This design comes from an exercise in tuning for small area, a short achievable clock period and few clock cycles per item on the open sky130 flow, not from production work. No functional check of the RTL was part of any run shown here.

==> flow/design.v, too long to show whole: its modules and the start of the top module <==
// module csa_fa: 4 lines
// module csa_ha: 4 lines
// module upsample_csc: 1165 lines
module upsample_csc (
    input  logic        clk,
    input  logic        resetn,
    input  logic        start,
    output logic        done,
    input  logic [15:0] sram_read_data,
    output logic [15:0] sram_write_data,
    output logic [17:0] sram_address,
    output logic        sram_we_n
);
  // ...
==> flow/flow/run.sh <==
#!/bin/bash
# Own layout flow: the standard synthesis unchanged, then the standard ORFS steps with
# stronger timing repair (a larger setup margin, all endpoints) and faster port buffers.
# Each step's full output goes to a log file in the work folder.
set -euo pipefail
bash standard.sh synth > synth.log 2>&1
bash standard.sh SETUP_SLACK_MARGIN=7.5 TNS_END_PERCENT=100 \
     BUFFER_PORTS_ARGS="-buffer_cell sky130_fd_sc_hd__buf_4" finish > layout.log 2>&1
==> flow/standard.sh <==
#!/bin/bash
# synth_recipe.tcl (not shown) runs the flow's synth.tcl, then flattens the netlist and writes it again
# the make line also repeats each setting of config.mk as NAME=value (left out here)
make -C /OpenROAD-flow-scripts/flow DESIGN_CONFIG=/design/flow/config.mk WORK_HOME=/design/flow/orfs CLKGATE_MAP_FILE= SYNTH_SCRIPT=/design/flow/synth_recipe.tcl "${@:-finish}"
==> flow/config.mk <==
export PLATFORM = sky130hd
export DESIGN_NAME = upsample_csc
export DESIGN_NICKNAME = upsample_csc
export VERILOG_FILES = /design/flow/design.v
export SDC_FILE = /design/flow/constraint.sdc
export NUM_CORES = 4
export LEC_CHECK = 0
export ABC_AREA = 0
export CAP_MARGIN = 20
export CORE_MARGIN = 2
export CORE_UTILIZATION = 55
export CTS_CLUSTER_DIAMETER = 100
export CTS_CLUSTER_SIZE = 28
export PLACE_DENSITY = 0.7
export SLEW_MARGIN = 20
export SYNTH_HIERARCHICAL = 1
export SYNTH_MINIMUM_KEEP_SIZE = 0
==> flow/constraint.sdc <==
create_clock -name core_clock -period 11.0 [get_ports {clk}]
set_input_delay 2.2000 -clock core_clock [delete_from_list [all_inputs] [get_ports {clk}]]
set_output_delay 2.2000 -clock core_clock [all_outputs]
set_load 0.01 [all_outputs]
==> qor_table.md, run 1 <==
| Parameter | This run | Unit |
| --- | --- | --- |
| Tightest Hold Check Type | register to register | - |
| Outcome | no timing/DRC/antenna violations | - |
| Top cells by count, synth | sky130_fd_sc_hd__dfxtp_1 (251), sky130_fd_sc_hd__fa_1 (235), sky130_fd_sc_hd__inv_1 (195) | - |
| RSZ-0062 raised after global routing | yes | - |
| Max-slew headroom | 0.376 | - |
| Non-clock buffer count in the final layout | 84 | - |
| Number of setup violations in the final report | 0 | - |
| Final core utilization | 0.597 | - |
| Fin area | 0.0236 | mm2 |
| Cell taking the most area after synthesis | sky130_fd_sc_hd__dfxtp_1 | - |
| DP Worst Slack | 7.21 | ns |
| Die Span X | 204 | um |
| Synthesized net count | 2263 | - |
| Fmax | 291 | MHz |
| Via count of the first global-routing pass | 13800 | - |
| Number of DRC markers in iteration 0 | 845 | - |
| Dominant delay contributor by cell family on the critical path | adder cells | - |
| Element type at the critical path end | register | - |
| Startpoint of the most critical hold path | ylo1[1] | - |
| Number of placed I/O pins | 55 | - |
| Top routing layer used | met5 | - |
| Skew final | 0.0191 | ns |
| Total routed wire length on the met1 layer | 20.5 | mm |
| Cell count after placement | 2385 | - |
| Library cell with the highest instance count after synthesis | sky130_fd_sc_hd__dfxtp_1 | - |
| Commonest cells after routing, fill and taps aside | sky130_fd_sc_hd__dfxtp_1 (248), sky130_fd_sc_hd__fa_1 (235), sky130_fd_sc_hd__inv_1 (195) | - |
| Cell seen most often among critical-path stages | sky130_fd_sc_hd__fa_1 | - |
| Slowest library cell on the worst path | sky130_fd_sc_hd__edfxtp_1 | - |
| Post-CTS Setup Inserts | 2 | - |
==> run 2, diff against run 1 <==
--- a/flow/design.v
+++ b/flow/design.v
@@ -1,18 +1,14 @@
 `timescale 1ns/100ps
 `default_nettype none
 module csa_fa(input wire a, input wire b, input wire c, output wire s, output wire co);
   assign s = a ^ b ^ c;
   assign co = (a & b) | (a & c) | (b & c);
 endmodule
-module csa_ha(input wire a, input wire b, output wire s, output wire co);
-  assign s = a ^ b;
-  assign co = a & b;
-endmodule
 `default_nettype wire
 `timescale 1ns/100ps
 `default_nettype none
 module upsample_csc (
     input  logic        clk,
     input  logic        resetn,
     input  logic        start,
     output logic        done,
@@ -116,32 +112,32 @@
 logic [8:0] fa, fb, fc;
 always_ff @(posedge clk) begin
     fa <= {1'b0, la} + {1'b0, rta};
     fb <= {1'b0, lb} + {1'b0, rtb};
     fc <= {1'b0, t2} + {1'b0, rtc};
 end
 wire [20:0] fm_d;
 logic [20:0] fm;
-  wire f1_0, f1_1;
-  csa_ha f1_i0 (.a(fa[7]), .b(fa[5]), .s(f1_0), .co(f1_1));
-  wire f1_2, f1_3;
-  csa_ha f1_i2 (.a(fa[8]), .b(fa[6]), .s(f1_2), .co(f1_3));
-  wire f1_4, f1_5;
-  csa_ha f1_i4 (.a(fa[5]), .b(fa[3]), .s(f1_4), .co(f1_5));
+  wire f1_0 = fa[7] ^ fa[5];
+  wire f1_1 = fa[7] & fa[5];
+  wire f1_2 = fa[8] ^ fa[6];
+  wire f1_3 = fa[8] & fa[6];
+  wire f1_4 = fa[5] ^ fa[3];
+  wire f1_5 = fa[5] & fa[3];
   wire f1_6, f1_7;
   csa_fa f1_i6 (.a(fa[6]), .b(fa[4]), .c(fa[2]), .s(f1_6), .co(f1_7));
   wire f1_8, f1_9;
   csa_fa f1_i8 (.a(~fb[4]), .b(fb[2]), .c(~fb[0]), .s(f1_8), .co(f1_9));
   wire f1_10, f1_11;
   csa_fa f1_i10 (.a(f1_0), .b(fa[3]), .c(~fb[5]), .s(f1_10), .co(f1_11));
   wire f1_12, f1_13;
   csa_fa f1_i12 (.a(fb[3]), .b(~fb[1]), .c(~fc[7]), .s(f1_12), .co(f1_13));
-  wire f1_14, f1_15;
-  csa_ha f1_i14 (.a(fc[2]), .b(fc[0]), .s(f1_14), .co(f1_15));
+  wire f1_14 = fc[2] ^ fc[0];
+  wire f1_15 = fc[2] & fc[0];
   wire f1_16, f1_17;
   csa_fa f1_i16 (.a(f1_2), .b(fa[4]), .c(~fb[6]), .s(f1_16), .co(f1_17));
   wire f1_18, f1_19;
   csa_fa f1_i18 (.a(fb[4]), .b(~fb[2]), .c(~fc[8]), .s(f1_18), .co(f1_19));
   wire f1_20, f1_21;
   csa_fa f1_i20 (.a(fc[3]), .b(fc[1]), .c(f1_1), .s(f1_20), .co(f1_21));
   wire f1_22, f1_23;
   csa_fa f1_i22 (.a(fa[7]), .b(fa[5]), .c(~fb[7]), .s(f1_22), .co(f1_23));
@@ -151,26 +147,26 @@
   wire f1_27 = fc[2] | f1_3;
   wire f1_28, f1_29;
   csa_fa f1_i28 (.a(fa[8]), .b(fa[6]), .c(~fb[8]), .s(f1_28), .co(f1_29));
   wire f1_30, f1_31;
   csa_fa f1_i30 (.a(fb[6]), .b(~fb[4]), .c(fc[5]), .s(f1_30), .co(f1_31));
   wire f1_32 = ~fc[3];
   wire f1_33, f1_34;
   csa_fa f1_i33 (.a(fa[7]), .b(fb[7]), .c(~fb[5]), .s(f1_33), .co(f1_34));
-  wire f1_35, f1_36;
-  csa_ha f1_i35 (.a(fa[8]), .b(fb[8]), .s(f1_35), .co(f1_36));
-  wire f1_37, f1_38;
-  csa_ha f1_i37 (.a(fa[2]), .b(fa[0]), .s(f1_37), .co(f1_38));
-  wire f1_39, f1_40;
-  csa_ha f1_i39 (.a(fa[3]), .b(fa[1]), .s(f1_39), .co(f1_40));
+  wire f1_35 = fa[8] ^ fb[8];
+  wire f1_36 = fa[8] & fb[8];
+  wire f1_37 = fa[2] ^ fa[0];
+  wire f1_38 = fa[2] & fa[0];
+  wire f1_39 = fa[3] ^ fa[1];
+  wire f1_40 = fa[3] & fa[1];
   wire f1_41, f1_42;
   csa_fa f1_i41 (.a(fa[4]), .b(fa[2]), .c(fa[0]), .s(f1_41), .co(f1_42));
-  wire f1_43, f1_44;
-  csa_ha f1_i43 (.a(~fb[2]), .b(fb[0]), .s(f1_43), .co(f1_44));
+  wire f1_43 = ~fb[2] ^ fb[0];
+  wire f1_44 = ~fb[2] & fb[0];
   wire f1_45, f1_46;
   csa_fa f1_i45 (.a(f1_4), .b(fa[1]), .c(~fb[3]), .s(f1_45), .co(f1_46));
   wire f1_47, f1_48;
   csa_fa f1_i47 (.a(fb[1]), .b(~fc[5]), .c(fc[0]), .s(f1_47), .co(f1_48));
   wire f1_49, f1_50;
   csa_fa f1_i49 (.a(f1_6), .b(f1_8), .c(~fc[6]), .s(f1_49), .co(f1_50));
   wire f1_51 = ~(fc[1] ^ f1_5);
   wire f1_52 = fc[1] | f1_5;
@@ -196,20 +192,20 @@
   csa_fa f1_i71 (.a(f1_29), .b(f1_31), .c(fc[3]), .s(f1_71), .co(f1_72));
   wire f1_73, f1_74;
   csa_fa f1_i73 (.a(f1_35), .b(~fb[6]), .c(fc[7]), .s(f1_73), .co(f1_74));
   wire f1_75 = ~(fc[5] ^ f1_34);
   wire f1_76 = fc[5] | f1_34;
   wire f1_77, f1_78;
   csa_fa f1_i77 (.a(~fb[7]), .b(fc[8]), .c(fc[6]), .s(f1_77), .co(f1_78));
   wire f1_79 = ~f1_36;
-  wire f1_80, f1_81;
-  csa_ha f1_i80 (.a(~fb[8]), .b(fc[7]), .s(f1_80), .co(f1_81));
-  wire f1_82, f1_83;
-  csa_ha f1_i82 (.a(f1_37), .b(~fb[0]), .s(f1_82), .co(f1_83));
+  wire f1_80 = ~fb[8] ^ fc[7];
+  wire f1_81 = ~fb[8] & fc[7];
+  wire f1_82 = f1_37 ^ ~fb[0];
+  wire f1_83 = f1_37 & ~fb[0];
   wire f1_84, f1_85;
   csa_fa f1_i84 (.a(f1_39), .b(~fb[1]), .c(~fc[3]), .s(f1_84), .co(f1_85));
   wire f1_86, f1_87;
   csa_fa f1_i86 (.a(f1_41), .b(f1_43), .c(~fc[4]), .s(f1_86), .co(f1_87));
   wire f1_88, f1_89;
   csa_fa f1_i88 (.a(f1_45), .b(f1_47), .c(f1_42), .s(f1_88), .co(f1_89));
   wire f1_90, f1_91;
   csa_fa f1_i90 (.a(f1_49), .b(f1_51), .c(f1_46), .s(f1_90), .co(f1_91));
@@ -224,20 +220,20 @@
   wire f1_100, f1_101;
   csa_fa f1_i100 (.a(f1_69), .b(f1_71), .c(f1_66), .s(f1_100), .co(f1_101));
   wire f1_102, f1_103;
   csa_fa f1_i102 (.a(f1_73), .b(f1_75), .c(f1_70), .s(f1_102), .co(f1_103));
   wire f1_104, f1_105;
   csa_fa f1_i104 (.a(f1_77), .b(f1_79), .c(f1_74), .s(f1_104), .co(f1_105));
   wire f1_106 = ~(f1_80 ^ f1_78);
   wire f1_107 = f1_80 | f1_78;
-  wire f1_108, f1_109;
-  csa_ha f1_i108 (.a(fa[0]), .b(~fc[0]), .s(f1_108), .co(f1_109));
-  wire f1_110, f1_111;
-  csa_ha f1_i110 (.a(fa[1]), .b(~fc[1]), .s(f1_110), .co(f1_111));
+  wire f1_108 = fa[0] ^ ~fc[0];
+  wire f1_109 = fa[0] & ~fc[0];
+  wire f1_110 = fa[1] ^ ~fc[1];
+  wire f1_111 = fa[1] & ~fc[1];
   wire f1_112 = ~(f1_82 ^ ~fc[2]);
   wire f1_113 = f1_82 | ~fc[2];
   wire f1_114, f1_115;
   csa_fa f1_i114 (.a(f1_84), .b(f1_38), .c(f1_83), .s(f1_114), .co(f1_115));
   wire f1_116, f1_117;
   csa_fa f1_i116 (.a(f1_86), .b(f1_40), .c(f1_85), .s(f1_116), .co(f1_117));
   wire f1_118, f1_119;
   csa_fa f1_i118 (.a(f1_88), .b(f1_44), .c(f1_87), .s(f1_118), .co(f1_119));
@@ -363,131 +359,125 @@
   wire f2_58 = f2_14 ^ f2_43;
   wire f2_59 = f2_16 ^ f2_45;
   wire f2_60 = f2_18 ^ f2_47;
   assign fq = {f2_60, f2_59, f2_58, f2_57, f2_56, f2_55, f2_54, f2_53, f2_52, f2_51};
 logic [9:0] fvr;    
 always_ff @(posedge clk) fvr <= fq;
 logic [7:0] ylo1, ylo2, py, pu;
 logic [9:0] pw, pv;
-logic       sr;         
+logic       sr, srn_q;  
+logic [9:0] pwr;
+wire        sr_d = (k == 3'd4) || (k == 3'd0);
+wire  [9:0] pw_d = (k == 3'd3) ? {2'b00, ch[47:40]} :                   
+                   (k == 3'd4) ? {2'b00, ch[31:24]} :                   
+                                 {fq[9:8] & {2{k == 3'd0}}, fq[7:0]};   
 always_ff @(posedge clk) begin
     ylo1 <= sram_read_data[7:0];
     ylo2 <= ylo1;
     if (k == 3'd3) py <= sram_read_data[15:8];
     if (k == 3'd0) py <= ylo2;
-    sr <= (k == 3'd4) || (k == 3'd0);
-    pw <= (k == 3'd3) ? {2'b00, ch[47:40]} :                   
-          (k == 3'd4) ? {2'b00, ch[31:24]} :                   
-                        {fq[9:8] & {2{k == 3'd0}}, fq[7:0]};   
+    sr    <= sr_d;
+    srn_q <= ~sr_d;
+    pw    <= pw_d;
+    pwr   <= {~pw_d[9], pw_d[8:0]} & {10{sr_d}};               
     pu <= (k == 3'd4) ? ch[39:32] : fq[7:0];                   
     pv <= (k == 3'd4) ? {2'b00, ch[31:24]} : fvr;              
 end
 wire [34:0] mrb_d, mg_d;
 logic [34:0] mrb, mg;
   wire wn9 = ~pw[9];
-  wire srn = ~sr;
-  wire wr0 = pw[0] & sr;
-  wire wr1 = pw[1] & sr;
-  wire wr2 = pw[2] & sr;
-  wire wr3 = pw[3] & sr;
-  wire wr4 = pw[4] & sr;
-  wire wr5 = pw[5] & sr;
-  wire wr6 = pw[6] & sr;
-  wire wr7 = pw[7] & sr;
-  wire wr8 = pw[8] & sr;
-  wire wr9 = wn9 & sr;
-  wire rb1_0, rb1_1;
-  csa_ha rb1_i0 (.a(~py[5]), .b(~pw[7]), .s(rb1_0), .co(rb1_1));
-  wire rb1_2, rb1_3;
-  csa_ha rb1_i2 (.a(~py[6]), .b(~pw[8]), .s(rb1_2), .co(rb1_3));
+  wire rb1_0 = ~py[5] ^ ~pw[7];
+  wire rb1_1 = ~py[5] & ~pw[7];
+  wire rb1_2 = ~py[6] ^ ~pw[8];
+  wire rb1_3 = ~py[6] & ~pw[8];
   wire rb1_4, rb1_5;
   csa_fa rb1_i4 (.a(~py[7]), .b(py[0]), .c(~wn9), .s(rb1_4), .co(rb1_5));
   wire rb1_6, rb1_7;
   csa_fa rb1_i6 (.a(py[1]), .b(~pw[8]), .c(pw[5]), .s(rb1_6), .co(rb1_7));
-  wire rb1_8, rb1_9;
-  csa_ha rb1_i8 (.a(pw[3]), .b(pw[0]), .s(rb1_8), .co(rb1_9));
+  wire rb1_8 = pw[3] ^ pw[0];
+  wire rb1_9 = pw[3] & pw[0];
   wire rb1_10, rb1_11;
   csa_fa rb1_i10 (.a(py[2]), .b(py[0]), .c(~wn9), .s(rb1_10), .co(rb1_11));
   wire rb1_12, rb1_13;
   csa_fa rb1_i12 (.a(pw[6]), .b(pw[4]), .c(pw[1]), .s(rb1_12), .co(rb1_13));
-  wire rb1_14, rb1_15;
-  csa_ha rb1_i14 (.a(~wr8), .b(wr1), .s(rb1_14), .co(rb1_15));
+  wire rb1_14 = ~pwr[8] ^ pwr[1];
+  wire rb1_15 = ~pwr[8] & pwr[1];
   wire rb1_16, rb1_17;
   csa_fa rb1_i16 (.a(py[3]), .b(py[1]), .c(pw[7]), .s(rb1_16), .co(rb1_17));
   wire rb1_18, rb1_19;
-  csa_fa rb1_i18 (.a(pw[5]), .b(pw[2]), .c(~wr9), .s(rb1_18), .co(rb1_19));
+  csa_fa rb1_i18 (.a(pw[5]), .b(pw[2]), .c(~pwr[9]), .s(rb1_18), .co(rb1_19));
   wire rb1_20, rb1_21;
-  csa_fa rb1_i20 (.a(wr2), .b(wr0), .c(sr), .s(rb1_20), .co(rb1_21));
+  csa_fa rb1_i20 (.a(pwr[2]), .b(pwr[0]), .c(sr), .s(rb1_20), .co(rb1_21));
   wire rb1_22, rb1_23;
   csa_fa rb1_i22 (.a(py[4]), .b(py[2]), .c(py[0]), .s(rb1_22), .co(rb1_23));
   wire rb1_24, rb1_25;
   csa_fa rb1_i24 (.a(pw[8]), .b(pw[6]), .c(pw[3]), .s(rb1_24), .co(rb1_25));
-  wire rb1_26 = ~(wr3 ^ wr1);
-  wire rb1_27 = wr3 | wr1;
+  wire rb1_26 = ~(pwr[3] ^ pwr[1]);
+  wire rb1_27 = pwr[3] | pwr[1];
   wire rb1_28, rb1_29;
   csa_fa rb1_i28 (.a(py[5]), .b(py[3]), .c(py[1]), .s(rb1_28), .co(rb1_29));
   wire rb1_30, rb1_31;
   csa_fa rb1_i30 (.a(wn9), .b(pw[7]), .c(pw[4]), .s(rb1_30), .co(rb1_31));
-  wire rb1_32, rb1_33;
-  csa_ha rb1_i32 (.a(wr4), .b(wr2), .s(rb1_32), .co(rb1_33));
+  wire rb1_32 = pwr[4] ^ pwr[2];
+  wire rb1_33 = pwr[4] & pwr[2];
   wire rb1_34, rb1_35;
   csa_fa rb1_i34 (.a(py[6]), .b(py[4]), .c(py[2]), .s(rb1_34), .co(rb1_35));
   wire rb1_36, rb1_37;
-  csa_fa rb1_i36 (.a(pw[8]), .b(pw[5]), .c(wr5), .s(rb1_36), .co(rb1_37));
-  wire rb1_38, rb1_39;
-  csa_ha rb1_i38 (.a(wr3), .b(~wr0), .s(rb1_38), .co(rb1_39));
+  csa_fa rb1_i36 (.a(pw[8]), .b(pw[5]), .c(pwr[5]), .s(rb1_36), .co(rb1_37));
+  wire rb1_38 = pwr[3] ^ ~pwr[0];
+  wire rb1_39 = pwr[3] & ~pwr[0];
   wire rb1_40, rb1_41;
   csa_fa rb1_i40 (.a(py[7]), .b(py[5]), .c(py[3]), .s(rb1_40), .co(rb1_41));
   wire rb1_42, rb1_43;
   csa_fa rb1_i42 (.a(py[0]), .b(wn9), .c(pw[6]), .s(rb1_42), .co(rb1_43));
   wire rb1_44, rb1_45;
-  csa_fa rb1_i44 (.a(wr6), .b(wr4), .c(~wr1), .s(rb1_44), .co(rb1_45));
+  csa_fa rb1_i44 (.a(pwr[6]), .b(pwr[4]), .c(~pwr[1]), .s(rb1_44), .co(rb1_45));
   wire rb1_46, rb1_47;
   csa_fa rb1_i46 (.a(py[6]), .b(py[4]), .c(py[1]), .s(rb1_46), .co(rb1_47));
   wire rb1_48, rb1_49;
-  csa_fa rb1_i48 (.a(pw[7]), .b(pw[0]), .c(wr7), .s(rb1_48), .co(rb1_49));
+  csa_fa rb1_i48 (.a(pw[7]), .b(pw[0]), .c(pwr[7]), .s(rb1_48), .co(rb1_49));
   wire rb1_50, rb1_51;
-  csa_fa rb1_i50 (.a(wr5), .b(~wr2), .c(srn), .s(rb1_50), .co(rb1_51));
+  csa_fa rb1_i50 (.a(pwr[5]), .b(~pwr[2]), .c(srn_q), .s(rb1_50), .co(rb1_51));
   wire rb1_52, rb1_53;
   csa_fa rb1_i52 (.a(py[7]), .b(py[5]), .c(py[2]), .s(rb1_52), .co(rb1_53));
   wire rb1_54, rb1_55;
-  csa_fa rb1_i54 (.a(pw[8]), .b(pw[1]), .c(wr8), .s(rb1_54), .co(rb1_55));
-  wire rb1_56, rb1_57;
-  csa_ha rb1_i56 (.a(wr6), .b(~wr3), .s(rb1_56), .co(rb1_57));
+  csa_fa rb1_i54 (.a(pw[8]), .b(pw[1]), .c(pwr[8]), .s(rb1_54), .co(rb1_55));
+  wire rb1_56 = pwr[6] ^ ~pwr[3];
+  wire rb1_57 = pwr[6] & ~pwr[3];
   wire rb1_58, rb1_59;
   csa_fa rb1_i58 (.a(py[6]), .b(py[3]), .c(wn9), .s(rb1_58), .co(rb1_59));
   wire rb1_60, rb1_61;
-  csa_fa rb1_i60 (.a(pw[2]), .b(wr9), .c(wr7), .s(rb1_60), .co(rb1_61));
+  csa_fa rb1_i60 (.a(pw[2]), .b(pwr[9]), .c(pwr[7]), .s(rb1_60), .co(rb1_61));
   wire rb1_62, rb1_63;
   csa_fa rb1_i62 (.a(py[7]), .b(py[4]), .c(pw[3]), .s(rb1_62), .co(rb1_63));
-  wire rb1_64, rb1_65;
-  csa_ha rb1_i64 (.a(~py[2]), .b(~pw[4]), .s(rb1_64), .co(rb1_65));
+  wire rb1_64 = ~py[2] ^ ~pw[4];
+  wire rb1_65 = ~py[2] & ~pw[4];
   wire rb1_66, rb1_67;
   csa_fa rb1_i66 (.a(~py[3]), .b(~pw[5]), .c(~pw[3]), .s(rb1_66), .co(rb1_67));
   wire rb1_68, rb1_69;
   csa_fa rb1_i68 (.a(~py[4]), .b(~pw[6]), .c(~pw[4]), .s(rb1_68), .co(rb1_69));
-  wire rb1_70, rb1_71;
-  csa_ha rb1_i70 (.a(pw[1]), .b(~wr3), .s(rb1_70), .co(rb1_71));
+  wire rb1_70 = pw[1] ^ ~pwr[3];
+  wire rb1_71 = pw[1] & ~pwr[3];
   wire rb1_72, rb1_73;
   csa_fa rb1_i72 (.a(rb1_0), .b(~pw[5]), .c(pw[2]), .s(rb1_72), .co(rb1_73));
-  wire rb1_74 = ~(pw[0] ^ ~wr4);
-  wire rb1_75 = pw[0] | ~wr4;
+  wire rb1_74 = ~(pw[0] ^ ~pwr[4]);
+  wire rb1_75 = pw[0] | ~pwr[4];
   wire rb1_76, rb1_77;
   csa_fa rb1_i76 (.a(rb1_2), .b(~pw[6]), .c(pw[3]), .s(rb1_76), .co(rb1_77));
   wire rb1_78, rb1_79;
-  csa_fa rb1_i78 (.a(pw[1]), .b(~wr5), .c(rb1_1), .s(rb1_78), .co(rb1_79));
+  csa_fa rb1_i78 (.a(pw[1]), .b(~pwr[5]), .c(rb1_1), .s(rb1_78), .co(rb1_79));
   wire rb1_80, rb1_81;
   csa_fa rb1_i80 (.a(rb1_4), .b(~pw[7]), .c(pw[4]), .s(rb1_80), .co(rb1_81));
   wire rb1_82, rb1_83;
-  csa_fa rb1_i82 (.a(pw[2]), .b(~wr6), .c(rb1_3), .s(rb1_82), .co(rb1_83));
+  csa_fa rb1_i82 (.a(pw[2]), .b(~pwr[6]), .c(rb1_3), .s(rb1_82), .co(rb1_83));
   wire rb1_84, rb1_85;
-  csa_fa rb1_i84 (.a(rb1_6), .b(rb1_8), .c(~wr7), .s(rb1_84), .co(rb1_85));
+  csa_fa rb1_i84 (.a(rb1_6), .b(rb1_8), .c(~pwr[7]), .s(rb1_84), .co(rb1_85));
   wire rb1_86, rb1_87;
-  csa_fa rb1_i86 (.a(wr0), .b(srn), .c(rb1_5), .s(rb1_86), .co(rb1_87));
+  csa_fa rb1_i86 (.a(pwr[0]), .b(srn_q), .c(rb1_5), .s(rb1_86), .co(rb1_87));
   wire rb1_88, rb1_89;
   csa_fa rb1_i88 (.a(rb1_10), .b(rb1_12), .c(rb1_14), .s(rb1_88), .co(rb1_89));
   wire rb1_90, rb1_91;
   csa_fa rb1_i90 (.a(sr), .b(rb1_7), .c(rb1_9), .s(rb1_90), .co(rb1_91));
   wire rb1_92, rb1_93;
   csa_fa rb1_i92 (.a(rb1_16), .b(rb1_18), .c(rb1_20), .s(rb1_92), .co(rb1_93));
   wire rb1_94, rb1_95;
   csa_fa rb1_i94 (.a(rb1_11), .b(rb1_13), .c(rb1_15), .s(rb1_94), .co(rb1_95));
@@ -511,37 +501,37 @@
   csa_fa rb1_i112 (.a(rb1_46), .b(rb1_48), .c(rb1_50), .s(rb1_112), .co(rb1_113));
   wire rb1_114, rb1_115;
   csa_fa rb1_i114 (.a(rb1_41), .b(rb1_43), .c(rb1_45), .s(rb1_114), .co(rb1_115));
   wire rb1_116, rb1_117;
   csa_fa rb1_i116 (.a(rb1_52), .b(rb1_54), .c(rb1_56), .s(rb1_116), .co(rb1_117));
   wire rb1_118, rb1_119;
   csa_fa rb1_i118 (.a(rb1_47), .b(rb1_49), .c(rb1_51), .s(rb1_118), .co(rb1_119));
   wire rb1_120, rb1_121;
-  csa_fa rb1_i120 (.a(rb1_58), .b(rb1_60), .c(~wr4), .s(rb1_120), .co(rb1_121));
+  csa_fa rb1_i120 (.a(rb1_58), .b(rb1_60), .c(~pwr[4]), .s(rb1_120), .co(rb1_121));
   wire rb1_122, rb1_123;
   csa_fa rb1_i122 (.a(rb1_53), .b(rb1_55), .c(rb1_57), .s(rb1_122), .co(rb1_123));
   wire rb1_124, rb1_125;
-  csa_fa rb1_i124 (.a(rb1_62), .b(wr8), .c(~wr5), .s(rb1_124), .co(rb1_125));
+  csa_fa rb1_i124 (.a(rb1_62), .b(pwr[8]), .c(~pwr[5]), .s(rb1_124), .co(rb1_125));
   wire rb1_126, rb1_127;
   csa_fa rb1_i126 (.a(sr), .b(rb1_59), .c(rb1_61), .s(rb1_126), .co(rb1_127));
   wire rb1_128, rb1_129;
-  csa_fa rb1_i128 (.a(py[5]), .b(pw[4]), .c(wr9), .s(rb1_128), .co(rb1_129));
-  wire rb1_130 = ~(~wr6 ^ rb1_63);
-  wire rb1_131 = ~wr6 | rb1_63;
+  csa_fa rb1_i128 (.a(py[5]), .b(pw[4]), .c(pwr[9]), .s(rb1_128), .co(rb1_129));
+  wire rb1_130 = ~(~pwr[6] ^ rb1_63);
+  wire rb1_131 = ~pwr[6] | rb1_63;
   wire rb1_132, rb1_133;
-  csa_fa rb1_i132 (.a(py[6]), .b(pw[5]), .c(~wr7), .s(rb1_132), .co(rb1_133));
-  wire rb1_134, rb1_135;
-  csa_ha rb1_i134 (.a(py[7]), .b(pw[6]), .s(rb1_134), .co(rb1_135));
-  wire rb1_136, rb1_137;
-  csa_ha rb1_i136 (.a(~py[1]), .b(~pw[3]), .s(rb1_136), .co(rb1_137));
+  csa_fa rb1_i132 (.a(py[6]), .b(pw[5]), .c(~pwr[7]), .s(rb1_132), .co(rb1_133));
+  wire rb1_134 = py[7] ^ pw[6];
+  wire rb1_135 = py[7] & pw[6];
+  wire rb1_136 = ~py[1] ^ ~pw[3];
+  wire rb1_137 = ~py[1] & ~pw[3];
   wire rb1_138, rb1_139;
-  csa_fa rb1_i138 (.a(rb1_64), .b(~pw[2]), .c(~wr1), .s(rb1_138), .co(rb1_139));
+  csa_fa rb1_i138 (.a(rb1_64), .b(~pw[2]), .c(~pwr[1]), .s(rb1_138), .co(rb1_139));
   wire rb1_140, rb1_141;
-  csa_fa rb1_i140 (.a(rb1_66), .b(pw[0]), .c(~wr2), .s(rb1_140), .co(rb1_141));
+  csa_fa rb1_i140 (.a(rb1_66), .b(pw[0]), .c(~pwr[2]), .s(rb1_140), .co(rb1_141));
   wire rb1_142 = ~(rb1_68 ^ rb1_70);
   wire rb1_143 = rb1_68 | rb1_70;
   wire rb1_144, rb1_145;
   csa_fa rb1_i144 (.a(rb1_72), .b(rb1_74), .c(rb1_69), .s(rb1_144), .co(rb1_145));
   wire rb1_146, rb1_147;
   csa_fa rb1_i146 (.a(rb1_76), .b(rb1_78), .c(rb1_73), .s(rb1_146), .co(rb1_147));
   wire rb1_148, rb1_149;
   csa_fa rb1_i148 (.a(rb1_80), .b(rb1_82), .c(rb1_77), .s(rb1_148), .co(rb1_149));
@@ -566,24 +556,24 @@
   wire rb1_168, rb1_169;
   csa_fa rb1_i168 (.a(rb1_120), .b(rb1_122), .c(rb1_117), .s(rb1_168), .co(rb1_169));
   wire rb1_170, rb1_171;
   csa_fa rb1_i170 (.a(rb1_124), .b(rb1_126), .c(rb1_121), .s(rb1_170), .co(rb1_171));
   wire rb1_172, rb1_173;
   csa_fa rb1_i172 (.a(rb1_128), .b(rb1_130), .c(rb1_125), .s(rb1_172), .co(rb1_173));
   wire rb1_174 = ~(rb1_132 ^ rb1_129);
   wire rb1_175 = rb1_132 | rb1_129;
-  wire rb1_176 = ~(rb1_134 ^ ~wr8);
-  wire rb1_177 = rb1_134 | ~wr8;
+  wire rb1_176 = ~(rb1_134 ^ ~pwr[8]);
+  wire rb1_177 = rb1_134 | ~pwr[8];
   wire rb1_178, rb1_179;
-  csa_fa rb1_i178 (.a(pw[7]), .b(~wr9), .c(sr), .s(rb1_178), .co(rb1_179));
-  wire rb1_180, rb1_181;
-  csa_ha rb1_i180 (.a(~py[0]), .b(~pw[2]), .s(rb1_180), .co(rb1_181));
+  csa_fa rb1_i178 (.a(pw[7]), .b(~pwr[9]), .c(sr), .s(rb1_178), .co(rb1_179));
+  wire rb1_180 = ~py[0] ^ ~pw[2];
+  wire rb1_181 = ~py[0] & ~pw[2];
   wire rb1_182, rb1_183;
-  csa_fa rb1_i182 (.a(rb1_136), .b(~pw[1]), .c(~wr0), .s(rb1_182), .co(rb1_183));
+  csa_fa rb1_i182 (.a(rb1_136), .b(~pw[1]), .c(~pwr[0]), .s(rb1_182), .co(rb1_183));
   wire rb1_184 = ~(rb1_138 ^ rb1_137);
   wire rb1_185 = rb1_138 | rb1_137;
   wire rb1_186, rb1_187;
   csa_fa rb1_i186 (.a(rb1_140), .b(rb1_65), .c(rb1_139), .s(rb1_186), .co(rb1_187));
   wire rb1_188, rb1_189;
   csa_fa rb1_i188 (.a(rb1_142), .b(rb1_67), .c(rb1_141), .s(rb1_188), .co(rb1_189));
   wire rb1_190, rb1_191;
   csa_fa rb1_i190 (.a(rb1_144), .b(rb1_71), .c(rb1_143), .s(rb1_190), .co(rb1_191));
@@ -616,18 +606,18 @@
   wire rb1_218, rb1_219;
   csa_fa rb1_i218 (.a(rb1_172), .b(rb1_127), .c(rb1_171), .s(rb1_218), .co(rb1_219));
   wire rb1_220, rb1_221;
   csa_fa rb1_i220 (.a(rb1_174), .b(rb1_131), .c(rb1_173), .s(rb1_220), .co(rb1_221));
   wire rb1_222, rb1_223;
   csa_fa rb1_i222 (.a(rb1_176), .b(rb1_133), .c(rb1_175), .s(rb1_222), .co(rb1_223));
   wire rb1_224, rb1_225;
   csa_fa rb1_i224 (.a(rb1_178), .b(rb1_135), .c(rb1_177), .s(rb1_224), .co(rb1_225));
-  wire rb1_226, rb1_227;
-  csa_ha rb1_i226 (.a(pw[8]), .b(rb1_179), .s(rb1_226), .co(rb1_227));
+  wire rb1_226 = pw[8] ^ rb1_179;
+  wire rb1_227 = pw[8] & rb1_179;
   wire rb1_228 = rb1_180 ^ ~pw[0];
   wire rb1_229 = rb1_180 & ~pw[0];
   wire rb1_230 = rb1_182 ^ rb1_181;
   wire rb1_231 = rb1_182 & rb1_181;
   wire rb1_232 = rb1_184 ^ rb1_183;
   wire rb1_233 = rb1_184 & rb1_183;
   wire rb1_234 = rb1_186 ^ rb1_185;
   wire rb1_235 = rb1_186 & rb1_185;
@@ -665,36 +655,36 @@
   wire rb1_267 = rb1_259 | (rb1_260 & rb1_255);
   wire rb1_268 = rb1_260 & rb1_256;
   wire rb1_269 = rb1_241 | (rb1_240 & rb1_267);
   wire rb1_270 = rb1_240 & rb1_268;
   wire rb1_271 = rb1_251 | (rb1_252 & rb1_267);
   wire rb1_272 = rb1_252 & rb1_268;
   assign mrb_d = {rb1_271, rb1_227, rb1_225, rb1_223, rb1_221, rb1_219, rb1_217, rb1_215, rb1_213, rb1_211, rb1_209, rb1_207, rb1_205, rb1_203, rb1_201, rb1_199, rb1_197, rb1_195, wn9, rb1_226, rb1_224, rb1_222, rb1_220, rb1_218, rb1_216, rb1_214, rb1_212, rb1_210, rb1_208, rb1_206, rb1_204, rb1_202, rb1_200, rb1_198, rb1_196};
   wire vn9 = ~pv[9];
-  wire g1_0, g1_1;
-  csa_ha g1_i0 (.a(py[7]), .b(py[5]), .s(g1_0), .co(g1_1));
-  wire g1_2, g1_3;
-  csa_ha g1_i2 (.a(py[6]), .b(py[4]), .s(g1_2), .co(g1_3));
-  wire g1_4, g1_5;
-  csa_ha g1_i4 (.a(py[7]), .b(py[5]), .s(g1_4), .co(g1_5));
-  wire g1_6, g1_7;
-  csa_ha g1_i6 (.a(~py[7]), .b(py[0]), .s(g1_6), .co(g1_7));
+  wire g1_0 = py[7] ^ py[5];
+  wire g1_1 = py[7] & py[5];
+  wire g1_2 = py[6] ^ py[4];
+  wire g1_3 = py[6] & py[4];
+  wire g1_4 = py[7] ^ py[5];
+  wire g1_5 = py[7] & py[5];
+  wire g1_6 = ~py[7] ^ py[0];
+  wire g1_7 = ~py[7] & py[0];
   wire g1_8, g1_9;
   csa_fa g1_i8 (.a(py[4]), .b(py[2]), .c(py[0]), .s(g1_8), .co(g1_9));
   wire g1_10, g1_11;
   csa_fa g1_i10 (.a(py[5]), .b(py[3]), .c(py[1]), .s(g1_10), .co(g1_11));
-  wire g1_12, g1_13;
-  csa_ha g1_i12 (.a(~pu[4]), .b(pu[1]), .s(g1_12), .co(g1_13));
+  wire g1_12 = ~pu[4] ^ pu[1];
+  wire g1_13 = ~pu[4] & pu[1];
   wire g1_14, g1_15;
   csa_fa g1_i14 (.a(py[6]), .b(py[4]), .c(py[2]), .s(g1_14), .co(g1_15));
   wire g1_16, g1_17;
   csa_fa g1_i16 (.a(~pu[5]), .b(pu[2]), .c(~pu[0]), .s(g1_16), .co(g1_17));
-  wire g1_18, g1_19;
-  csa_ha g1_i18 (.a(~pv[3]), .b(pv[1]), .s(g1_18), .co(g1_19));
+  wire g1_18 = ~pv[3] ^ pv[1];
+  wire g1_19 = ~pv[3] & pv[1];
   wire g1_20, g1_21;
   csa_fa g1_i20 (.a(g1_0), .b(py[3]), .c(py[0]), .s(g1_20), .co(g1_21));
   wire g1_22, g1_23;
   csa_fa g1_i22 (.a(~pu[6]), .b(pu[3]), .c(~pu[1]), .s(g1_22), .co(g1_23));
   wire g1_24, g1_25;
   csa_fa g1_i24 (.a(~pv[4]), .b(pv[2]), .c(~pv[0]), .s(g1_24), .co(g1_25));
   wire g1_26, g1_27;
   csa_fa g1_i26 (.a(g1_2), .b(py[1]), .c(~pu[7]), .s(g1_26), .co(g1_27));
@@ -707,34 +697,34 @@
   wire g1_34, g1_35;
   csa_fa g1_i34 (.a(~pu[3]), .b(~pv[6]), .c(pv[4]), .s(g1_34), .co(g1_35));
   wire g1_36 = ~(~pv[2] ^ g1_3);
   wire g1_37 = ~pv[2] | g1_3;
   wire g1_38, g1_39;
   csa_fa g1_i38 (.a(py[6]), .b(py[3]), .c(pu[6]), .s(g1_38), .co(g1_39));
   wire g1_40, g1_41;
   csa_fa g1_i40 (.a(~pu[4]), .b(~pv[7]), .c(pv[5]), .s(g1_40), .co(g1_41));
-  wire g1_42, g1_43;
-  csa_ha g1_i42 (.a(~pv[3]), .b(g1_5), .s(g1_42), .co(g1_43));
+  wire g1_42 = ~pv[3] ^ g1_5;
+  wire g1_43 = ~pv[3] & g1_5;
   wire g1_44, g1_45;
   csa_fa g1_i44 (.a(py[7]), .b(py[4]), .c(pu[7]), .s(g1_44), .co(g1_45));
   wire g1_46, g1_47;
   csa_fa g1_i46 (.a(~pu[5]), .b(~pv[8]), .c(pv[6]), .s(g1_46), .co(g1_47));
   wire g1_48, g1_49;
   csa_fa g1_i48 (.a(py[5]), .b(~pu[6]), .c(~vn9), .s(g1_48), .co(g1_49));
-  wire g1_50, g1_51;
-  csa_ha g1_i50 (.a(~py[3]), .b(pu[2]), .s(g1_50), .co(g1_51));
+  wire g1_50 = ~py[3] ^ pu[2];
+  wire g1_51 = ~py[3] & pu[2];
   wire g1_52, g1_53;
   csa_fa g1_i52 (.a(~py[4]), .b(pu[3]), .c(~pu[1]), .s(g1_52), .co(g1_53));
   wire g1_54, g1_55;
   csa_fa g1_i54 (.a(~py[5]), .b(pu[4]), .c(~pu[2]), .s(g1_54), .co(g1_55));
   wire g1_56, g1_57;
   csa_fa g1_i56 (.a(~py[6]), .b(pu[5]), .c(~pu[3]), .s(g1_56), .co(g1_57));
-  wire g1_58, g1_59;
-  csa_ha g1_i58 (.a(~pv[8]), .b(~pv[3]), .s(g1_58), .co(g1_59));
+  wire g1_58 = ~pv[8] ^ ~pv[3];
+  wire g1_59 = ~pv[8] & ~pv[3];
   wire g1_60, g1_61;
   csa_fa g1_i60 (.a(g1_6), .b(pu[6]), .c(~pu[4]), .s(g1_60), .co(g1_61));
   wire g1_62 = ~(~vn9 ^ ~pv[4]);
   wire g1_63 = ~vn9 | ~pv[4];
   wire g1_64, g1_65;
   csa_fa g1_i64 (.a(py[1]), .b(pu[7]), .c(~pu[5]), .s(g1_64), .co(g1_65));
   wire g1_66, g1_67;
   csa_fa g1_i66 (.a(~pu[0]), .b(~pv[5]), .c(g1_7), .s(g1_66), .co(g1_67));
@@ -781,20 +771,20 @@
   wire g1_108, g1_109;
   csa_fa g1_i108 (.a(g1_48), .b(pv[7]), .c(~pv[5]), .s(g1_108), .co(g1_109));
   wire g1_110 = ~(g1_45 ^ g1_47);
   wire g1_111 = g1_45 | g1_47;
   wire g1_112, g1_113;
   csa_fa g1_i112 (.a(py[6]), .b(~pu[7]), .c(pv[8]), .s(g1_112), .co(g1_113));
   wire g1_114 = ~(~pv[6] ^ g1_49);
   wire g1_115 = ~pv[6] | g1_49;
-  wire g1_116, g1_117;
-  csa_ha g1_i116 (.a(py[7]), .b(vn9), .s(g1_116), .co(g1_117));
-  wire g1_118, g1_119;
-  csa_ha g1_i118 (.a(g1_50), .b(~pu[0]), .s(g1_118), .co(g1_119));
+  wire g1_116 = py[7] ^ vn9;
+  wire g1_117 = py[7] & vn9;
+  wire g1_118 = g1_50 ^ ~pu[0];
+  wire g1_119 = g1_50 & ~pu[0];
   wire g1_120, g1_121;
   csa_fa g1_i120 (.a(g1_52), .b(~pv[6]), .c(~pv[1]), .s(g1_120), .co(g1_121));
   wire g1_122, g1_123;
   csa_fa g1_i122 (.a(g1_54), .b(~pv[7]), .c(~pv[2]), .s(g1_122), .co(g1_123));
   wire g1_124 = ~(g1_56 ^ g1_58);
   wire g1_125 = g1_56 | g1_58;
   wire g1_126, g1_127;
   csa_fa g1_i126 (.a(g1_60), .b(g1_62), .c(g1_57), .s(g1_126), .co(g1_127));
@@ -821,18 +811,18 @@
   wire g1_148, g1_149;
   csa_fa g1_i148 (.a(g1_104), .b(g1_106), .c(g1_101), .s(g1_148), .co(g1_149));
   wire g1_150, g1_151;
   csa_fa g1_i150 (.a(g1_108), .b(g1_110), .c(g1_105), .s(g1_150), .co(g1_151));
   wire g1_152, g1_153;
   csa_fa g1_i152 (.a(g1_112), .b(g1_114), .c(g1_109), .s(g1_152), .co(g1_153));
   wire g1_154, g1_155;
   csa_fa g1_i154 (.a(g1_116), .b(~pv[7]), .c(g1_113), .s(g1_154), .co(g1_155));
-  wire g1_156, g1_157;
-  csa_ha g1_i156 (.a(~py[0]), .b(~pv[2]), .s(g1_156), .co(g1_157));
+  wire g1_156 = ~py[0] ^ ~pv[2];
+  wire g1_157 = ~py[0] & ~pv[2];
   wire g1_158, g1_159;
   csa_fa g1_i158 (.a(~py[1]), .b(pu[0]), .c(~pv[3]), .s(g1_158), .co(g1_159));
   wire g1_160, g1_161;
   csa_fa g1_i160 (.a(~py[2]), .b(pu[1]), .c(~pv[4]), .s(g1_160), .co(g1_161));
   wire g1_162, g1_163;
   csa_fa g1_i162 (.a(g1_118), .b(~pv[5]), .c(~pv[0]), .s(g1_162), .co(g1_163));
   wire g1_164, g1_165;
   csa_fa g1_i164 (.a(g1_120), .b(g1_51), .c(g1_119), .s(g1_164), .co(g1_165));
@@ -867,18 +857,18 @@
   wire g1_194, g1_195;
   csa_fa g1_i194 (.a(g1_150), .b(g1_107), .c(g1_149), .s(g1_194), .co(g1_195));
   wire g1_196, g1_197;
   csa_fa g1_i196 (.a(g1_152), .b(g1_111), .c(g1_151), .s(g1_196), .co(g1_197));
   wire g1_198, g1_199;
   csa_fa g1_i198 (.a(g1_154), .b(g1_115), .c(g1_153), .s(g1_198), .co(g1_199));
   wire g1_200, g1_201;
   csa_fa g1_i200 (.a(pv[8]), .b(g1_117), .c(g1_155), .s(g1_200), .co(g1_201));
-  wire g1_202, g1_203;
-  csa_ha g1_i202 (.a(~vn9), .b(~pv[8]), .s(g1_202), .co(g1_203));
+  wire g1_202 = ~vn9 ^ ~pv[8];
+  wire g1_203 = ~vn9 & ~pv[8];
   wire g1_204 = ~g1_156;
   wire g1_205 = g1_158 ^ g1_157;
   wire g1_206 = g1_158 & g1_157;
   wire g1_207 = g1_160 ^ g1_159;
   wire g1_208 = g1_160 & g1_159;
   wire g1_209 = g1_162 ^ g1_161;
   wire g1_210 = g1_162 & g1_161;
   wire g1_211 = g1_164 ^ g1_163;
==> run 2 against run 1 <==
First-iteration DRC count is 16% higher. Cell count increased by 0.57%. Largest cell class unchanged. Worst hold slack worse by 0.0033 ns. Non-clock buffer count is 14 lower. Die area grew 1.6%. Synthesized cell count grew 1.8%. Design area rose by 0.72%. Clock skew up 0.0063 ns. Count of clock-buffer cells in the layout increased by 2.
==> qor_table.md, run 2 <==
| Parameter | This run | Unit | Delta |
| --- | --- | --- | --- |
| Outcome | no timing/DRC/antenna violations | - |  |
| Initial Util | 0.559 | - |  |
| Pre-antenna DRT Iters | 5 | - |  |
| Dominant delay contributor by cell family on the critical path | flip-flops | - |  |
| IO Port Bufs | 54 | - |  |
| Number of buffers created by CTS | 18 | - |  |
| #FFs+latches synth | 409 | - |  |
| Pin count of the biggest net entering global routing | 90 | - |  |
| CTS tree | done | - |  |
| Post-synthesis instance area | 0.0223 | mm2 |  |
| Cell types with the largest area share after synthesis | sky130_fd_sc_hd__dfxtp_1 (24%), sky130_fd_sc_hd__fa_1 (21%), sky130_fd_sc_hd__edfxtp_1 (18%) | - |  |
| Die Span X | 205 | um | +0.81% |
| Period minus WS final | 3.34 | ns |  |
| Clk pin slew, worst setup/hold paths | 0.10 | ns |  |
| RD Place Congestion | 0.928 | - |  |
| Tot GR Track Use | 0.236 | - |  |
| Synthesized net count | 2296 | - | +1.5% |
| Multi-input gate area in the final layout | 0.0117 | mm2 |  |
| Proportion of layout cells with a drive suffix above 1 | 0.0715 | - |  |
| Largest regs | ch (96), mrb (35), mg (34) | - |  |
| Max Root-Sink Buffers | 3 | - |  |
| Post-cts hold buffer count | 0 | - |  |
| Slowest stage delay, CP | 0.43 | ns |  |
| Routed wirelength normalized by instance count | 19.3 | um |  |
| Layout overhead on the synthesized area | 6.86 | % |  |
| Area of the die | 0.0421 | mm2 |  |
| DRC violation count after routing | 0 | - |  |
| Final Hold Vio Count | 0 | - |  |
| Standard cell core area | 0.0398 | mm2 |  |
| Sequential fraction of the synthesis area | 0.432 | - |  |
| Number of clock sinks | 409 | - |  |
| Commonest cells after routing, fill and taps aside | sky130_fd_sc_hd__dfxtp_1 (260), sky130_fd_sc_hd__fa_1 (235), sky130_fd_sc_hd__inv_1 (195) | - |  |
| Filler cell count in the final layout | 3288 | - |  |
| Number of placed I/O pins | 55 | - | unchanged |
| H-tree level count | 1 | - |  |
| Number of rows in the core area | 73 | - |  |
| Sequential cell area | 0.00961 | mm2 |  |
| Final period util | 0.304 | - |  |
| Max Cap Viol | 0 | - |  |
| Fmax | 299 | MHz | +2.9% |
| Number of DRC markers in iteration 0 | 981 | - | +16% |
| Largest driver fanout on the critical path | 2 | - |  |
| Via count of the first global-routing pass | 13600 | - | -1.4% |
| Number of instances in the synthesized netlist | 1879 | - |  |
| Final-layout setup total negative slack | 0 | ns |  |
| ANT cells | 0 | - |  |
| Element type at the critical path end | output pin | - |  |
| Cells along the critical path | inv_1 > buf_4 | - |  |
| Type of the worst setup path | register to output pin | - |  |
| Congestion Overflow GR | 0 | - |  |
| Global-route wire length before repair | 75.6 | mm |  |
| Cell taking the most area after synthesis | sky130_fd_sc_hd__dfxtp_1 | - |  |
| Initial antenna violation count | 0 | - |  |
| Flip-flop count of the largest register after layout | 96 | - |  |
| Tightest Hold Check Type | register to register | - |  |
| Source-to-sink clock delay at the later pin of the worst-skew pair | 0.56 | ns |  |
| Top cells by count, synth | sky130_fd_sc_hd__dfxtp_1 (262), sky130_fd_sc_hd__fa_1 (235), sky130_fd_sc_hd__inv_1 (196) | - |  |
| RSZ-0062 raised after global routing | no | - |  |
| Skew final | 0.0255 | ns | +0.00635 ns |
| Number of nets at the end of the flow | 2335 | - |  |
| Portion of synthesized cell area occupied by the leading cell type | 0.236 | - |  |
| Overall die height | 205 | um |  |
| HPWL after detailed placement | 37.3 | mm |  |
| Ys flop type | sky130_fd_sc_hd__dfxtp_1 | - |  |
| Antenna Violating Nets Remaining | 0 | - |  |
| Number of distinct standard cells referenced by the synthesized netlist | 81 | - |  |
| Synth Warn # | 7 | - |  |
| Most common library cell in the layout ignoring fill and taps | sky130_fd_sc_hd__dfxtp_1 | - |  |
| Via count | 13500 | - |  |
| Vias per cell | 5.52 | - |  |
| Count of flip-flops with a built-in enable after synthesis | 136 | - |  |
| CP startpoint kind | register | - |  |
| Max-slew headroom | 0.269 | - | -0.107 |
| Root Buffer | sky130_fd_sc_hd__clkbuf_16 | - |  |
| Buf+Inv Stages, Crit Path | 2 | - |  |
| Max-slew violation count | 0 | - |  |
| CP required | 8.80 | ns |  |
| Aggregate routed wire length | 47.4 | mm |  |
| Mapped Avg Cell Area | 11.8 | um2 |  |
| Most flop-heavy register | ch | - |  |
| Worst Path Arrival | 1.14 | ns |  |
| Number of setup violations in the final report | 0 | - | unchanged |
| Library cell with the highest instance count after synthesis | sky130_fd_sc_hd__dfxtp_1 | - |  |
| Slowest library cell on the worst path | sky130_fd_sc_hd__dfrtp_1 | - |  |
| Worst Max-Slew Pin Slew | 1.10 | ns |  |
| Synth async-reset ratio | 0.0269 | - |  |
run 2: timing repair:
| action | CTS | global route |
|---|---|---|
| setup buffers | 5 | 3 |
| gates resized for setup | 0 | 3 |
| setup endpoints to repair | 1 | 4 |
| pin swaps | 0 | 1 |
run 2: final cells by class:
| cell class | count | share of cell area |
|---|---|---|
| multi-input combinational | 1220 | 0.493 |
| clock inverter | 2 | 0.00116 |
| sequential | 409 | 0.404 |
| timing repair buffer | 70 | 0.0221 |
| clock buffer | 29 | 0.0211 |
| inverter | 199 | 0.0314 |
| tap | 525 | 0.0276 |
run 2: cell families after synthesis:
kind of cell / synth area share
AO/OA/AOI/OAI: 0.0852
XOR/XNOR: 0.0283
adder cells (fa/ha/maj): 0.303
buffers and inverters: 0.0428
flip-flops: 0.432
multiplexers: 0.0194
AND/OR/NAND/NOR: 0.0897
run 2: modules after synthesis (local to each module, per instance):
| module | copies in the design | flops+latches | cells inside | cell area, um2 |
|---|---|---|---|---|
| csa_fa | 226 | 0 | 1 | 20.0 |
| upsample_csc | 1 | 409 | 1653 | 17700 |
run 2: path summary, 6_finish.rpt:
check | cells past startpoint | end | slack, ns | startpoint
max in group asynchronous | 1 | lead[0] | 9.31 | resetn
min in group asynchronous | 1 | k[2] | 1.46 | resetn
max | 2 | sram_we_n | 7.66 | we
max reg2reg | 9 | mrb[34] | 7.67 | py[7]
min reg2reg | 0 | ylo2[7] | 0.33 | ylo1[7]
min | 0 | ylo2[7] | 0.33 | ylo1[7]
run 2: through the flow:
stage / hold slack [ns] / std cells / util / setup slack [ns] / instance area (um2)
after detailed placement: 0.315 / 2415 / 0.582 / 7.28 / 23200
after CTS: 0.337 / 2451 / 0.597 / 7.59 / 23800
after global placement: 0.311 / 2415 / 0.582 / 7.27 / 23200
final: 0.335 / 2454 / 0.597 / 7.66 / 23800
after global routing: 0.347 / 2454 / 0.597 / 7.50 / 23800
after floorplan: 0.310 / 1879 / - / 7.52 / 22300
run 2: metal layers:
metal	part of all wire	track usage	up-vias
met3	0.049	0.0303	77
met5	0	0	-
met1	0.47	0.343	6740
li1	-	-	6385
met4	0.029	0.0691	0
met2	0.46	0.374	336
==> run 3, diff against run 2 <==
--- a/flow/flow/run.sh
+++ b/flow/flow/run.sh
@@ -4,5 +4,5 @@
 # Each step's full output goes to a log file in the work folder.
 set -euo pipefail
 bash standard.sh synth > synth.log 2>&1
-bash standard.sh SETUP_SLACK_MARGIN=7.5 TNS_END_PERCENT=100 \
+bash standard.sh SETUP_SLACK_MARGIN=7.8 TNS_END_PERCENT=100 \
      BUFFER_PORTS_ARGS="-buffer_cell sky130_fd_sc_hd__buf_4" finish > layout.log 2>&1
==> run 3 against run 2 <==
Die area unchanged. Non-clock buffer count is 19 higher. Register-to-register slack better by 0.15 ns. Worst hold slack better by 0.0018 ns. First-iteration DRC count decreased by 0.61%. Highest routed layer unchanged.
==> qor_table.md, run 3 <==
| Parameter | This run | Unit | Delta |
| --- | --- | --- | --- |
| Number of placed I/O pins | 55 | - | unchanged |
| Total routed wire length on the met1 layer | 21.8 | mm | -1.3% |
| Cell taking the most area after synthesis | sky130_fd_sc_hd__dfxtp_1 | - |  |
| Synth async-reset ratio | 0.0269 | - | unchanged |
| Overall die height | 205 | um | unchanged |
| Element type at the critical path end | output pin | - |  |
| Number of clock sinks | 409 | - | unchanged |
| RSZ-0062 raised after global routing | yes | - |  |
| Type of the worst setup path | register to output pin | - |  |
| Die Span X | 205 | um | unchanged |
| Synth Warn # | 7 | - | unchanged |
| Initial antenna violation count | 0 | - | unchanged |
| HPWL after detailed placement | 37.4 | mm | +0.10% |
| Final period util | 0.301 | - | -0.00292 |
| Pre-antenna DRT Iters | 5 | - | unchanged |
| Fin area | 0.0243 | mm2 | +2.0% |
| Largest regs | ch (96), mrb (35), mg (34) | - |  |
| Number of rows in the core area | 73 | - | unchanged |
| RD Place Congestion | 0.936 | - | +0.85% |
| Area of the die | 0.0421 | mm2 | unchanged |
| Tightest Hold Check Type | register to register | - |  |
| Most flop-heavy register | ch | - |  |
| Global-route wire length before repair | 75.7 | mm | about the same |
| Max Cap Viol | 0 | - | unchanged |
| Number of buffers created by CTS | 19 | - | +1 |
| Final-layout setup total negative slack | 0 | ns | unchanged |
| Clk pin slew, worst setup/hold paths | 0.10 | ns | about the same |
| #FFs+latches synth | 409 | - | unchanged |
| Period minus WS final | 3.31 | ns | -0.0321 ns |
| Sequential cell area | 0.00966 | mm2 | +0.56% |
| Initial Util | 0.559 | - | unchanged |
| DP Area | 0.0232 | mm2 | +0.13% |
| ANT cells | 0 | - | unchanged |
| Commonest cells after routing, fill and taps aside | sky130_fd_sc_hd__fa_1 (235), sky130_fd_sc_hd__dfxtp_1 (219), sky130_fd_sc_hd__inv_1 (191) | - |  |
| Routed wirelength normalized by instance count | 19.1 | um | -1.2% |
| Most common library cell in the layout ignoring fill and taps | sky130_fd_sc_hd__fa_1 | - |  |
| DRC violation count after routing | 0 | - | unchanged |
| WL met2 | 21.3 | mm | -1.4% |
| Multi-input gate area in the final layout | 0.0118 | mm2 | +0.55% |
| CP required | 8.80 | ns | about the same |
| Top routing layer used | met4 | - |  |
| Number of setup violations in the final report | 0 | - | unchanged |
| Post-cts hold buffer count | 0 | - | unchanged |
| Flip-flop count of the largest register after layout | 96 | - | unchanged |
| Source-to-sink clock delay at the later pin of the worst-skew pair | 0.55 | ns | about the same |
| Vias per cell | 5.44 | - | -1.4% |
| Sequential fraction of the synthesis area | 0.432 | - | unchanged |
| Aggregate routed wire length | 47.2 | mm | -0.36% |
| Top cells by count, synth | sky130_fd_sc_hd__dfxtp_1 (262), sky130_fd_sc_hd__fa_1 (235), sky130_fd_sc_hd__inv_1 (196) | - |  |
| Number of instances in the synthesized netlist | 1879 | - | unchanged |
| Tot GR Track Use | 0.235 | - | -0.000939 |
| IO Port Bufs | 54 | - | unchanged |
| Antenna Violating Nets Remaining | 0 | - | unchanged |
| Skew final | 0.0434 | ns | +0.0180 ns |
| Library cell with the highest instance count after synthesis | sky130_fd_sc_hd__dfxtp_1 | - |  |
| DP Worst Slack | 7.51 | ns | +0.232 ns |
| Worst Path Arrival | 1.11 | ns | -0.03 ns |
| Final Hold Vio Count | 0 | - | unchanged |
| Cell types with the largest area share after synthesis | sky130_fd_sc_hd__dfxtp_1 (24%), sky130_fd_sc_hd__fa_1 (21%), sky130_fd_sc_hd__edfxtp_1 (18%) | - |  |
| Proportion of layout cells with a drive suffix above 1 | 0.110 | - | +0.0382 |
| Synthesized net count | 2296 | - | unchanged |
| Fmax | 302 | MHz | +0.97% |
| Max Root-Sink Buffers | 3 | - | unchanged |
| Congestion Overflow GR | 0 | - | unchanged |
| Number of distinct standard cells referenced by the synthesized netlist | 81 | - | unchanged |
| Number of nets at the end of the flow | 2355 | - | +0.86% |
| Ys flop type | sky130_fd_sc_hd__dfxtp_1 | - |  |
| Mapped Avg Cell Area | 11.8 | um2 | unchanged |
| Outcome | no timing/DRC/antenna violations | - |  |
| H-tree level count | 1 | - | unchanged |
| CP startpoint kind | register | - |  |
| Worst Max-Slew Pin Slew | 1.01 | ns | -0.0876 ns |
| Filler cell count in the final layout | 3252 | - | -1.1% |
| Max-slew violation count | 0 | - | unchanged |
| Count of flip-flops with a built-in enable after synthesis | 136 | - | unchanged |
| Portion of synthesized cell area occupied by the leading cell type | 0.236 | - | unchanged |
| Layout overhead on the synthesized area | 9.00 | % |  |
| Largest driver fanout on the critical path | 2 | - | unchanged |
| Max-slew headroom | 0.326 | - | +0.0577 |
| CTS tree | done | - |  |
| Root Buffer | sky130_fd_sc_hd__clkbuf_16 | - |  |
| Number of DRC markers in iteration 0 | 975 | - | -0.61% |
| Pin count of the biggest net entering global routing | 73 | - | -19% |
| Standard cell core area | 0.0398 | mm2 | unchanged |
| DR WL met3 | 2.98 | mm | +30% |
| Least setup slack across all paths after layout | 7.69 | ns | +0.0321 ns |
| Via count of the first global-routing pass | 13800 | - | +1.3% |
| Via count | 13500 | - | -0.58% |
| Post-synthesis instance area | 0.0223 | mm2 | unchanged |
[run 3: cell count changes in the layout (fill, tap and decap cells not counted), moves of 5 or more]
cell / previous run / this run
sky130_fd_sc_hd__buf_6: 0 / 38
sky130_fd_sc_hd__buf_4: 70 / 50
sky130_fd_sc_hd__dfxtp_1: 260 / 219
sky130_fd_sc_hd__dfxtp_2: 2 / 42
sky130_fd_sc_hd__ha_1: 163 / 158
[run 3: what timing repair did]
| item | in CTS | in global routing |
|---|---|---|
| gates resized for setup | 54 | 37 |
| setup endpoints to repair | 42 | 80 |
| setup buffers | 17 | 9 |
| pin swaps | 4 | 13 |
[run 3: layer usage]
metal,track usage,vias to the layer above
met5,0,-
li1,-,6431
met1,0.332,6598
met4,0.0534,0
met2,0.377,364
met3,0.0478,66
[run 3: worst max-delay path, cell delays in order, from the launching register on]
cell and delay (ns):
sky130_fd_sc_hd__dfrtp_1 0.42, sky130_fd_sc_hd__inv_2 0.06, sky130_fd_sc_hd__buf_6 0.09
[run 3: per-module statistics from Yosys (local to each module, per instance)]
module | cell area [um2] | flops+latches
csa_fa | 20.0 | 0
upsample_csc | 17700 | 409
[run 3: cell type report]
type / instances / area share
Clock inverter: 4 / 0.00242
Timing Repair Buffer: 89 / 0.0339
Multi-Input combinational cell: 1220 / 0.486
Clock buffer: 29 / 0.0216
Sequential cell: 409 / 0.398
Inverter: 199 / 0.0311
Tap cell: 525 / 0.0271
[run 3: final timing paths]
path | startpoint | slack [ns] | end | cells after the start
max | we | 7.69 | sram_we_n | 2
min | ylo1[5] | 0.34 | ylo2[5] | 0
max reg2reg | py[0] | 7.82 | mrb[34] | 8
min reg2reg | ylo1[5] | 0.34 | ylo2[5] | 0
max in group asynchronous | resetn | 9.31 | lead[1] | 1
min in group asynchronous | resetn | 1.46 | start_d | 1
[run 3: per-stage QoR]
stage	hold slack (ns)	utilization	instances
after floorplan	0.310	-	1879
after global placement	0.313	0.583	2416
after detailed placement	0.312	0.583	2416
after CTS	0.338	0.605	2466
after global routing	0.341	0.609	2475
final	0.336	0.609	2475
[run 3: cells by family after synthesis]
| logic type | Yosys count | share of synthesized area |
|---|---|---|
| DFF | 409 | 0.432 |
| AOI/OAI and AO/OA | 298 | 0.0852 |
| buffers and inverters | 250 | 0.0428 |
| muxes | 43 | 0.0194 |
| and+or+nand+nor | 409 | 0.0897 |
| xor gates and xnor gates | 72 | 0.0283 |
| adders and majority gates | 398 | 0.303 |

what the ideal ports hide:
How much do the figures lean on ideal ports? The routed layouts below were timed once more, with nothing changed but the port constraints.
Step 1 sets driving cells, clkbuf_16 on the clock port and buf_2 on the other inputs (assumed; they add their load-dependent delay and slew).
Step 2 also shifts input and output timing later by t, the mid clock arrival at the registers, as if the neighbouring blocks saw the same clock.
Three values: ideal, step 1, step 2; two values: the first two.
run	t (ns)	setup slack, ns	clock arrival spread, ns
run 1	0.595	7.560 / 7.560 / 7.560	0.027 / 0.027
run 2	0.607	7.655 / 7.600 / 7.672	0.027 / 0.027
run 3	0.585	7.687 / 7.632 / 7.691	0.045 / 0.045
After both steps setup and hold are still met in every run listed.
